What follows belongs to an exercise in optimizing a design on an open flow for small area, a short achievable clock period and few clock cycles per item; a production flow would make more cautious choices. Function was not checked in any run shown here: the RTL went through the layout flow alone.

## flow/design.v (module list and top-level ports; edited modules follow where they fit)
// module PixelSolverMultiCore: 6382 lines
// module MandelFA: 4 lines
// module MandelHA: 4 lines
module PixelSolverMultiCore (
  input               io_cmd_valid,
  output              io_cmd_ready,
  input      [27:0]   io_cmd_payload_x,
  input      [27:0]   io_cmd_payload_y,
  output              io_rsp_valid,
  input               io_rsp_ready,
  output     [5:0]    io_rsp_payload_iteration,
  input               clk,
  input               reset
);
  // ...
==> flow/flow/run.sh <==
#!/bin/bash
set -euo pipefail
MARGIN=${MARGIN:-6.5}
sed "s/SETUP_SLACK_MARGIN=[0-9.]*/SETUP_SLACK_MARGIN=$MARGIN/" standard.sh > standard_margin.sh
bash standard_margin.sh > standard.log 2>&1
==> flow/standard.sh <==
#!/bin/bash
# synth_recipe.tcl (not shown) runs the flow's synth.tcl, then flattens the netlist and writes it again
# the make line also repeats each setting of config.mk as NAME=value (left out here)
make -C /OpenROAD-flow-scripts/flow DESIGN_CONFIG=/design/flow/config.mk WORK_HOME=/design/flow/orfs CLKGATE_MAP_FILE= SYNTH_SCRIPT=/design/flow/synth_recipe.tcl "${@:-finish}"
==> flow/config.mk <==
export PLATFORM = sky130hd
export DESIGN_NAME = PixelSolverMultiCore
export DESIGN_NICKNAME = PixelSolverMultiCore
export VERILOG_FILES = /design/flow/design.v
export SDC_FILE = /design/flow/constraint.sdc
export NUM_CORES = 8
export LEC_CHECK = 0
export CAP_MARGIN = 20
export CORE_MARGIN = 2
export CORE_UTILIZATION = 60
export CTS_BUF_LIST = sky130_fd_sc_hd__clkbuf_16
export CTS_CLUSTER_DIAMETER = 150
export CTS_CLUSTER_SIZE = 24
export SETUP_SLACK_MARGIN = 5
export SLEW_MARGIN = 20
export SYNTH_HIERARCHICAL = 1
==> flow/constraint.sdc <==
create_clock -name core_clock -period 10.0 [get_ports {clk}]
set_input_delay 2.0000 -clock core_clock [delete_from_list [all_inputs] [get_ports {clk}]]
set_output_delay 2.0000 -clock core_clock [all_outputs]
set_load 0.01 [all_outputs]
==> run summary, run 1 <==
* TritonCTS clock tree: done
* Final setup viols at 0
* P&R area growth vs syn at 4.89%
* Setup Buffers After CTS at 3
* Setup ws final at 6550 ps
* Slew Limit Fails at 0
* Adder-cell area share of the yosys netlist at 0.352
* Most common cell in the netlist: dfxtp_1
* Distinct cells, synth at 80
* Initial antenna violation count at 1
* Post-synthesis xor/xnor area fraction at 0.0681
* Largest family of logic cells by synthesized area: adder cells
* Num CTS Buffers at 54
* Hold depth at 0
* Final nets at around 7100
* DR vias at approximately 43000
* Number of gates resized after CTS at 23
* Clock Tree Buf Depth at 3
* CP Depth at 6
* Most frequent CP cell: fa_1
* CP endpoint kind: flip-flop
* Max-slew headroom at 0.175
* Run status: complete, no violations
==> run 2, diff against run 1 <==
==> flow/flow/run.sh (replaced) <==
#!/bin/bash
set -euo pipefail
MARGIN=${MARGIN:-7}
sed "s/SETUP_SLACK_MARGIN=[0-9.]*/SETUP_SLACK_MARGIN=$MARGIN/" standard.sh > standard_margin.sh
bash standard_margin.sh > standard.log 2>&1
==> run 2 against run 1 <==
Still clean on timing, DRC and antenna; die area is the same; critical path depth grew 6; first-iteration DRC count grew 12%; cell area grew 3.2%; worst setup slack gained 200 ps; worst hold slack gained 0.61 ps.
==> run summary, run 2 <==
* Pre-Repair DR Iteration Count at 7
* Slew Limit Fails at 0 (unchanged)
* Crit Path Category: reg2reg
* TritonCTS clock tree: done
* Starting Density at 0.604
* #FFs+latches synth at between 1000 and 1500
* Worst min-delay path endpoint: p2_snap[30]
* Die width at 340 um
* Worst hold path type: reg2reg
* N_diodes at 0
* Clock Tree Buf Depth at 3 (unchanged)
* Post-synth EDFFs at 54
* Most frequent cells in the layout: fa_1 (1031), dfxtp_1 (1007), nand2_1 (819)
* P&R area growth vs syn at 8.26%
* Async set-reset flop share out of synthesis at 0.0190
* Drt via density at ~6
* GRT overflow at 0
* Area leader, netlist: dfxtp_1
* Post-synthesis xor/xnor area fraction at 0.0681 (unchanged)
* Max_cap viols at 0
* DIE AREA at 116000 sq um
* Gp weighted congestion at between 0.8 and 0.9
* Dpl hpwl at 118000 um
* Root Driver: clkbuf_16
* Top cells by count, synth: dfxtp_1 (1081), fa_1 (1061), nand2_1 (820)
* Std cell rows at approximately 120
* Share of post-route cells with drive strength above 1 at 0.0929
* Clk latency of the worst-skew pair at 730 ps
* CP endpoint kind: flip-flop
* Worst EP required at 10580 ps
* Slowest stage delay, CP at 640 ps
* CP Max Fanout at 7
* Die span in y at about 340 um
* Largest family of logic cells by synthesized area: adder cells
* Cells after synthesis at 5997
* H-tree depth at 2
* Final nets at 7183 (+0.79%)
* Hold depth at 0 (unchanged)
* Syn Nets at ~7300
* Tmin final at 3250 ps
* Post-route cell area at 73400 sq um
* Area contributors post-synth: dfxtp_1 (32%), fa_1 (31%), xnor2_1 (5.2%), nand2_1 (4.5%), a22oi_1 (4.0%)
* Startpoint Class: flip-flop
* FF-to-FF End: wb_res[0]
* Critical Path AT at around 3800 ps
* Iter 0 DRT Violations at approximately 4300
* Post-route setup TNS at 0 ps
* Synth Warn # at 7
* Fmax at 308 MHz
* Max-slew headroom at 0.370 (+0.194)
* Total track usage at 0.327
* Core area at 112000 sq um
* R2R depth at 12
* Slew @ Worst Pin at 936 ps
* Setup Skew at 38.8 ps
* Dpl cell area at about 70000 sq um
* Global-route wire length before repair at 284000 um
* Biggest regs: p1_snap x56, p2_snap x56, r0_snap x56
* Vias in the first global route at 46824
* Mux cell area share after synthesis at 0.0190
* Critical-path top delay cell: o211ai_1
* CTS clk-pin slew, worst paths at 100 ps
* Final hold vios at 0
* Initial antenna violation count at 2 (+1)
* Setup ws final at 6750 ps (+200 ps)
* Post-place setup slack at 5950 ps
* Most common cell in the netlist: dfxtp_1
* Reg-to-reg critical path startpoint: q2_s3489
* Run status: complete, no violations
* Post-Syn Area at 67800 sq um
* Top_reg_cell synth: dfxtp_1
* Share of the yosys chip area belonging to registers at 0.351
* WL per Instance at 25.9 um
* Largest net degree at the start of global routing at 80
* Final setup viols at 0 (unchanged)
* Unrepaired setup endpoints after global routing: yes
* Top-area cell type share of the netlist area at 0.319
* Adder-cell area share of the yosys netlist at 0.352 (unchanged)
* Routed wire length at 191000 um
* Num CTS Buffers at 54 (unchanged)
* Post-Synth Simple-Gate Area at 0.0688
* Worst path cell trace: inv_2 -> ha_4 -> a211oi_2 -> o211ai_1 -> o2111ai_2 -> a311oi_4 -> buf_4 -> mux2i_2 -> a2111oi_2 -> a32oi_2 -> buf_12 -> a31oi_1
* DR vias at 44235 (+2.1%)
* Cts hold-fix bufs at 0
* Top-Level Pins at 68
* Routed Antenna Nets at 0
* Clk sinks at ~1200
* Tcrit/Tclk final at 0.325
* Most common cell after layout, fill and taps aside: fa_1
* Distinct cells, synth at 80 (unchanged)
* Port buffer count at 67
* R2R Setup Slk at slightly below 7000 ps
* Syn_area_per_cell at ~11 sq um
* Post-layout util at 0.654
* Hold_sp: p1_snap[30]
* DRC Markers at 0
* Compound-cell area share of the yosys netlist at 0.0863
-- run 2: cell counts after synthesis --
No cell type changed its count.
-- run 2: cell families after synthesis --
kind of cell | count (synthesis)
buffers and inverters | 972
and+or+nand+nor | 1118
AOI/OAI and AO/OA | 853
xor gates and xnor gates | 527
DFF | 1157
adders and majority gates | 1269
muxes | 101
-- run 2: through the flow --
step                hold WS (ps)  cells
finish                       318   7367
global route                 326   7367
CTS                          321   7325
detailed placement           312   7236
global placement             310   7236
floorplan                    310   5997
-- run 2: per-module statistics from Yosys (local to each module, per instance) --
module	flops+latches	cells inside	copies in the design	cell area, sq um
MandelFA	0	1	1058	20.0
PixelSolverMultiCore	1157	4926	1	46400
MandelHA	0	1	13	12.5
-- run 2: layout make-up --
cell class / instances / area, sq um
fillers: 8792 / 38800
flip-flops and latches: 1157 / 24000
clock inverters: 14 / 90.1
repair buffers: 213 / 2720
well taps: 1500 / 1880
clock buffers: 55 / 1380
multi-input cells: 3868 / 41200
inverters: 560 / 2130
-- run 2: routing by layer --
metal | routed length, um | part of all wire | track usage
met1 | 72400 | 0.38 | 0.431
met2 | 90100 | 0.47 | 0.535
met3 | 17900 | 0.094 | 0.0624
met4 | 10300 | 0.054 | 0.135
met5 | 22 | 0.00012 | 0
-- run 2: worst max-delay path by stage --
stage | start | end | slack [ps] | cells past startpoint
5_1_grt | q2_s3489 | wb_res[4] | 6680 | 12
2_1_floorplan | io_rsp_ready | used[2] | 6710 | 8
6_report | q2_s3489 | wb_res[0] | 6750 | 12
4_1_cts | o_it[1] | io_rsp_payload_iteration[1] | 6720 | 1
3_3_place_gp | io_rsp_ready | used[1] | 5950 | 9
3_5_place_dp | io_rsp_ready | used[1] | 5950 | 9
-- run 2: repair_timing --
item,in CTS,in global routing
pin swaps,63,40
cloned,0,9
endpoints found under the setup margin,342,151
resized for setup,271,154
buffers inserted,20,33
-- run 2: critical path: cells and delay by family, from the launching register on --
kind,cells,cell delay [ps]
compound gates,7,1860
fa+ha+maj,1,250
buf+inv,3,420
flops,1,330
mux,1,220

-- what the ideal ports hide --
The flow's constraints put no driver on any port. The routed layouts listed below were extracted and timed again, unchanged, in two steps.
Step 1, drivers: a clkbuf_16 drives clk and a buf_2 each remaining input, both assumed.
Step 2 moves the port delays by t, midway between the first and last clock arrival at a register: inputs arrive t later, outputs are due t later. That takes back most of the time a late clock gives input paths.
Three values: no drivers, after step 1, after step 2; two values: the first two.
run	t (ns)	setup WS [ns]	worst register clock-pin slew, ns	worst slew at a driven data input, ns	cell pins on the clock port's net
run 1	0.778	6.549 / 6.538 / 5.939	0.11 / 0.11	0.05	1
run 2	0.784	6.749 / 6.700 / 6.447	0.12 / 0.12	0.06	1
After both steps setup and hold are still met in every run listed. For run 1, which loses most, drivers alone change the setup slack by -0.011 ns; drivers and shift together by -0.610 ns.
